Background: an optimization exercise with open tools, aiming at small area. Do not read the settings as production practice. The RTL was checked by simulation tests, not by an equivalence proof against the original design. The clock port is modelled as an ideal driver; clocking choices that lean on that would not hold on a real chip. Power is estimated from default activity; no workload was simulated.

// top_uart
module top_uart (
    input wire clk,
    input wire reset,
    input wire rx,  
    output wire tx,  
    output wire rx_done_tick,  
    output wire tx_done_tick,  
    output wire fifo_full,  
    output wire fifo_empty  
);
Size in the first run: roughly 8 I/O pins, roughly 4900 µm² of cells after synthesis.
clock: 10.0 ns
lec_check: 0
cap_margin: 20
core_margin: 2
core_utilization: 40
slew_margin: 20
standard.sh (not shown) runs the stock make flow with config.mk's settings and CLKGATE_MAP_FILE= SYNTH_SCRIPT=/design/flow/synth_recipe.tcl, a recipe that flattens the netlist after the stock synthesis.
==> flow/flow/run.sh <==
#!/bin/bash
# Standard ORFS layout, with smaller port buffers and a clock tree without dummy loads.
set -euo pipefail
bash standard.sh \
  "BUFFER_PORTS_ARGS=-buffer_cell sky130_fd_sc_hd__buf_1" \
  "CTS_ARGS=-sink_clustering_enable -repair_clock_nets -buf_list sky130_fd_sc_hd__clkbuf_8 -dont_use_dummy_load" \
  finish > make_finish.log 2>&1
Edit:
==> flow/flow/run.sh (replaced) <==
#!/bin/bash
# Standard ORFS layout, with smaller port buffers and a clock tree without dummy loads.
set -euo pipefail
bash standard.sh \
  "BUFFER_PORTS_ARGS=-buffer_cell sky130_fd_sc_hd__buf_1" \
  "CTS_ARGS=-sink_clustering_enable -repair_clock_nets -root_buf sky130_fd_sc_hd__clkbuf_8 -buf_list {sky130_fd_sc_hd__clkbuf_4 sky130_fd_sc_hd__clkbuf_8} -dont_use_dummy_load" \
  finish > make_finish.log 2>&1
CORE_UTILIZATION = 65   (was 40)
Maximum frequency falls by 0.51%.
Register-to-register slack got worse by 0.03 ns.
Total power is about the same.
Clock-buffer cell count stays the same.
First-iteration DRC count is higher by 5.8%.
Hold slack degrades by 0.020 ns.
Synthesized area stays the same.
Design area goes down by 1.1%.
Setup slack got worse by 0.021 ns.
Core utilization goes up by 28 points.
Final cell count falls by 9.5%.

---

## v6
The RTL this note starts from:
==> flow/design.v <==
`timescale 1ns / 1ps
module top_uart (
    input wire clk,
    input wire reset,
    input wire rx,  
    output wire tx,  
    output wire rx_done_tick,  
    output wire tx_done_tick,  
    output wire fifo_full,  
    output wire fifo_empty  
);
    reg [4:0] bc;
    wire tick = (bc == 5'd27);
    always @(posedge clk or posedge reset)
        if (reset) bc <= 5'd0;
        else bc <= tick ? 5'd1 : bc + 5'd1;
    reg [7:0] rc;
    reg [7:0] rb;
    wire r_data = rc[7];
    wire r_ctrl = ~rc[7] & ~rc[6] & rc[4];
    assign rx_done_tick = r_ctrl & ~rc[0];
    always @(posedge clk or posedge reset)
        if (reset) rc <= 8'h11;
        else if (r_ctrl) rc <= rx ? 8'h11 : 8'h78;
        else if (tick) rc <= rc + 8'd1;
    always @(posedge clk)
        if (tick & r_data & (rc[3:0] == 4'hF)) rb <= {rx, rb[7:1]};
    reg [7:0] tc;
    reg [7:0] tb;
    wire t_ctrl = tc[7] & tc[5];
    wire t_start = (tc[7:4] == 4'h0);
    wire pop = t_ctrl & tc[1] & tc[0];
    assign tx_done_tick = t_ctrl & ~tc[1] & ~tc[0];
    assign tx = t_start ? 1'b0 : (tc[7] & (tc[5] | tc[4])) ? 1'b1 : tb[tc[6:4]];
    wire t_inc = t_ctrl ? (tc[1] | ~tc[0] | ~fifo_empty) : tick;
    always @(posedge clk or posedge reset)
        if (reset) tc <= 8'hA1;
        else if (pop) tc <= 8'h00;
        else if (t_inc) tc <= tc + 8'd1;
    reg [3:0] wp, rp;      
    reg last_wr;           
    reg pend;              
    reg [7:0] ring [0:15];
    wire eq = (wp == rp);
    assign fifo_empty = eq & ~last_wr;
    assign fifo_full = eq & last_wr;
    wire wr = rx_done_tick & ~fifo_full;
    wire wr_now = pend & (wp == 4'd1) & ~(fifo_full & t_start);
    wire [7:0] ring_in = wr_now ? rb : ring[0];
    always @(posedge clk or posedge reset)
        if (reset) begin
            wp <= 4'd0;
            rp <= 4'd0;
            last_wr <= 1'b0;
            pend <= 1'b0;
        end else begin
            wp <= wp - {3'd0, ~wr};
            rp <= rp - {3'd0, ~pop};
            if (wr != pop) last_wr <= wr;
            pend <= wr | (pend & ~wr_now);
        end
    integer i;
    always @(posedge clk) begin
        for (i = 0; i < 15; i = i + 1) ring[i] <= ring[i + 1];
        ring[15] <= ring_in;
    end
    always @(posedge clk)
        if (t_start & (rp == 4'd1)) tb <= {ring_in[6:0], ring_in[7]};
endmodule
clock: 10.0 ns
lec_check: 0
cap_margin: 20
core_margin: 2
core_utilization: 40
slew_margin: 20
==> flow/flow/run.sh <==
#!/bin/bash
# The standard layout (standard.sh: ORFS from synthesis to the final layout) with:
#  - synthesis: the standard flow's script (flow/synth_own.tcl), but ABC maps the logic once with each
#    script in flow/abc/ and keeps the smallest mapping, and Yosys does not map adders to
#    half/full-adder cells first (ADDER_MAP_FILE empty), which leaves that logic to ABC too;
#  - port buffers: sky130_fd_sc_hd__buf_1 on every input and output;
#  - clock tree: clkbuf_8 buffers and no dummy loads.
# make's full output goes to make_finish.log; each ORFS step keeps its own log under orfs/logs.
set -euo pipefail
W=$(pwd)
OWN_ABC_SCRIPTS=""
for f in "$W"/flow/abc/*.script; do OWN_ABC_SCRIPTS="$OWN_ABC_SCRIPTS $f"; done
export OWN_ABC_SCRIPTS
bash standard.sh \
  "SYNTH_SCRIPT=$W/flow/synth_own.tcl" \
  "ADDER_MAP_FILE=" \
  "BUFFER_PORTS_ARGS=-buffer_cell sky130_fd_sc_hd__buf_1" \
  "CTS_ARGS=-sink_clustering_enable -repair_clock_nets -buf_list sky130_fd_sc_hd__clkbuf_8 -dont_use_dummy_load" \
  finish > make_finish.log 2>&1
Other scripts of this flow, unchanged in this note and not shown: flow/flow/abc/a12.script, flow/flow/abc/a13.script, flow/flow/abc/a14.script, flow/flow/abc/a16.script, flow/flow/abc/a2.script, flow/flow/abc/a8.script, flow/flow/abc/a9.script, flow/flow/synth_own.tcl
Both conditions hold for v6: the flow ran to the end and the final layout passed the timing, DRC and antenna checks.
Modified inputs, v7 compared to v6
--- a/flow/flow/run.sh
+++ b/flow/flow/run.sh
@@ -6,3 +6,5 @@
 #  - port buffers: sky130_fd_sc_hd__buf_1 on every input and output;
-#  - clock tree: clkbuf_8 buffers and no dummy loads.
+#  - clock tree: clkbuf_8 buffers and no dummy loads; then (flow/downsize_clock.tcl, run at the
+#    end of the CTS step) each clock buffer is made as small as it can be while every flip-flop
+#    clock pin's slew, estimated from placement, stays at or under 120 ps.
 # make's full output goes to make_finish.log; each ORFS step keeps its own log under orfs/logs.
@@ -13,2 +15,3 @@
 export OWN_ABC_SCRIPTS
+export OWN_CLK_SLEW=0.120
 bash standard.sh \
@@ -18,2 +21,3 @@
   "CTS_ARGS=-sink_clustering_enable -repair_clock_nets -buf_list sky130_fd_sc_hd__clkbuf_8 -dont_use_dummy_load" \
+  "POST_CTS_TCL=$W/flow/downsize_clock.tcl" \
   finish > make_finish.log 2>&1
==> flow/flow/downsize_clock.tcl (new file) <==
# Clock-tree buffer downsizing, run after CTS (POST_CTS_TCL): each clock buffer is set to the
# smallest of clkbuf_2, clkbuf_4 and its own cell with which every flip-flop clock pin's
# slew, estimated from placement, stays under OWN_CLK_SLEW (ns).
set own_limit [expr {[info exists ::env(OWN_CLK_SLEW)] ? $::env(OWN_CLK_SLEW) : 0.120}]
proc own_clk_max_slew {} {
  set m 0
  foreach p [get_pins -hierarchical */CLK] {
    foreach prop {slew_max_rise slew_max_fall} {
      set s [get_property $p $prop]
      if { $s > $m } { set m $s }
    }
  }
  return $m
}
estimate_parasitics -placement
puts "OWN_CTS: max flip-flop clock slew before [own_clk_max_slew]"
set own_bufs {}
foreach inst [get_cells *] {
  set ref [get_property $inst ref_name]
  if { [string match sky130_fd_sc_hd__clkbuf_* $ref] } { lappend own_bufs $inst }
}
# leaves first (they drive flip-flops), the root last
set own_bufs [lsort -command {apply {{a b} {
  set ra [string match *clkbuf_0_* [get_full_name $a]]
  set rb [string match *clkbuf_0_* [get_full_name $b]]
  expr {$ra - $rb}
}}} $own_bufs]
foreach inst $own_bufs {
  set orig [get_property $inst ref_name]
  foreach cand {sky130_fd_sc_hd__clkbuf_2 sky130_fd_sc_hd__clkbuf_4} {
    if { $cand eq $orig } { break }
    replace_cell $inst $cand
    estimate_parasitics -placement
    if { [own_clk_max_slew] <= $own_limit } {
      puts "OWN_CTS: [get_full_name $inst] $orig -> $cand"
      set orig ""
      break
    }
    replace_cell $inst $orig
    estimate_parasitics -placement
  }
}
puts "OWN_CTS: max flip-flop clock slew after [own_clk_max_slew]"
==> run summary <==
- The final layout from v7, which completed every stage, passed the timing, DRC and antenna checks at the end of the flow.
- Diff v7..v6 | wire length of the first global-routing pass | unchanged
- | area growth from synthesis to layout | higher: v6 |
- Reported for v6 and v7, number of enable-type register cells in the synthesized netlist turned out identical to the last digit.
- Against v6, v7 comes in 0.09 ns higher on clock latency reported for the late side of the worst-skew pair.
- Looking at time the final worst path needs with I/O delays and setup, v7 sits 0.11 ns above v6.
- Cell count after synthesis: v7 vs v6 identical
- Final wirelength: v7 vs v6 — no meaningful difference

==> what the ideal ports hide <==
No port has a modelled driver above. Below, the same layouts with a new extraction and two added sets of constraints.
Step 1, drivers: a clkbuf_16 drives clk and a buf_2 each remaining input, both assumed.
Step 2 adds t to the input delays and takes it off the output delays; t is the mean of the earliest and latest rising clock arrival at the registers after step 1. Input paths then give back, and output paths get back, about the clock's delay inside the block.
Slacks: no drivers / after step 1 / after step 2; pairs: no drivers / after step 1.
run	t, ns	slack for setup (ns)	worst register clock-pin slew, ns
the first run of note 1	0.447	6.029 / 5.998 / 6.445	0.09 / 0.09
the second run of note 1	0.445	6.009 / 5.980 / 6.425	0.10 / 0.10
v6	0.445	5.717 / 5.685 / 6.130	0.09 / 0.09
v7	0.529	5.604 / 5.575 / 6.104	0.12 / 0.12
After both steps setup and hold are still met in every run listed.
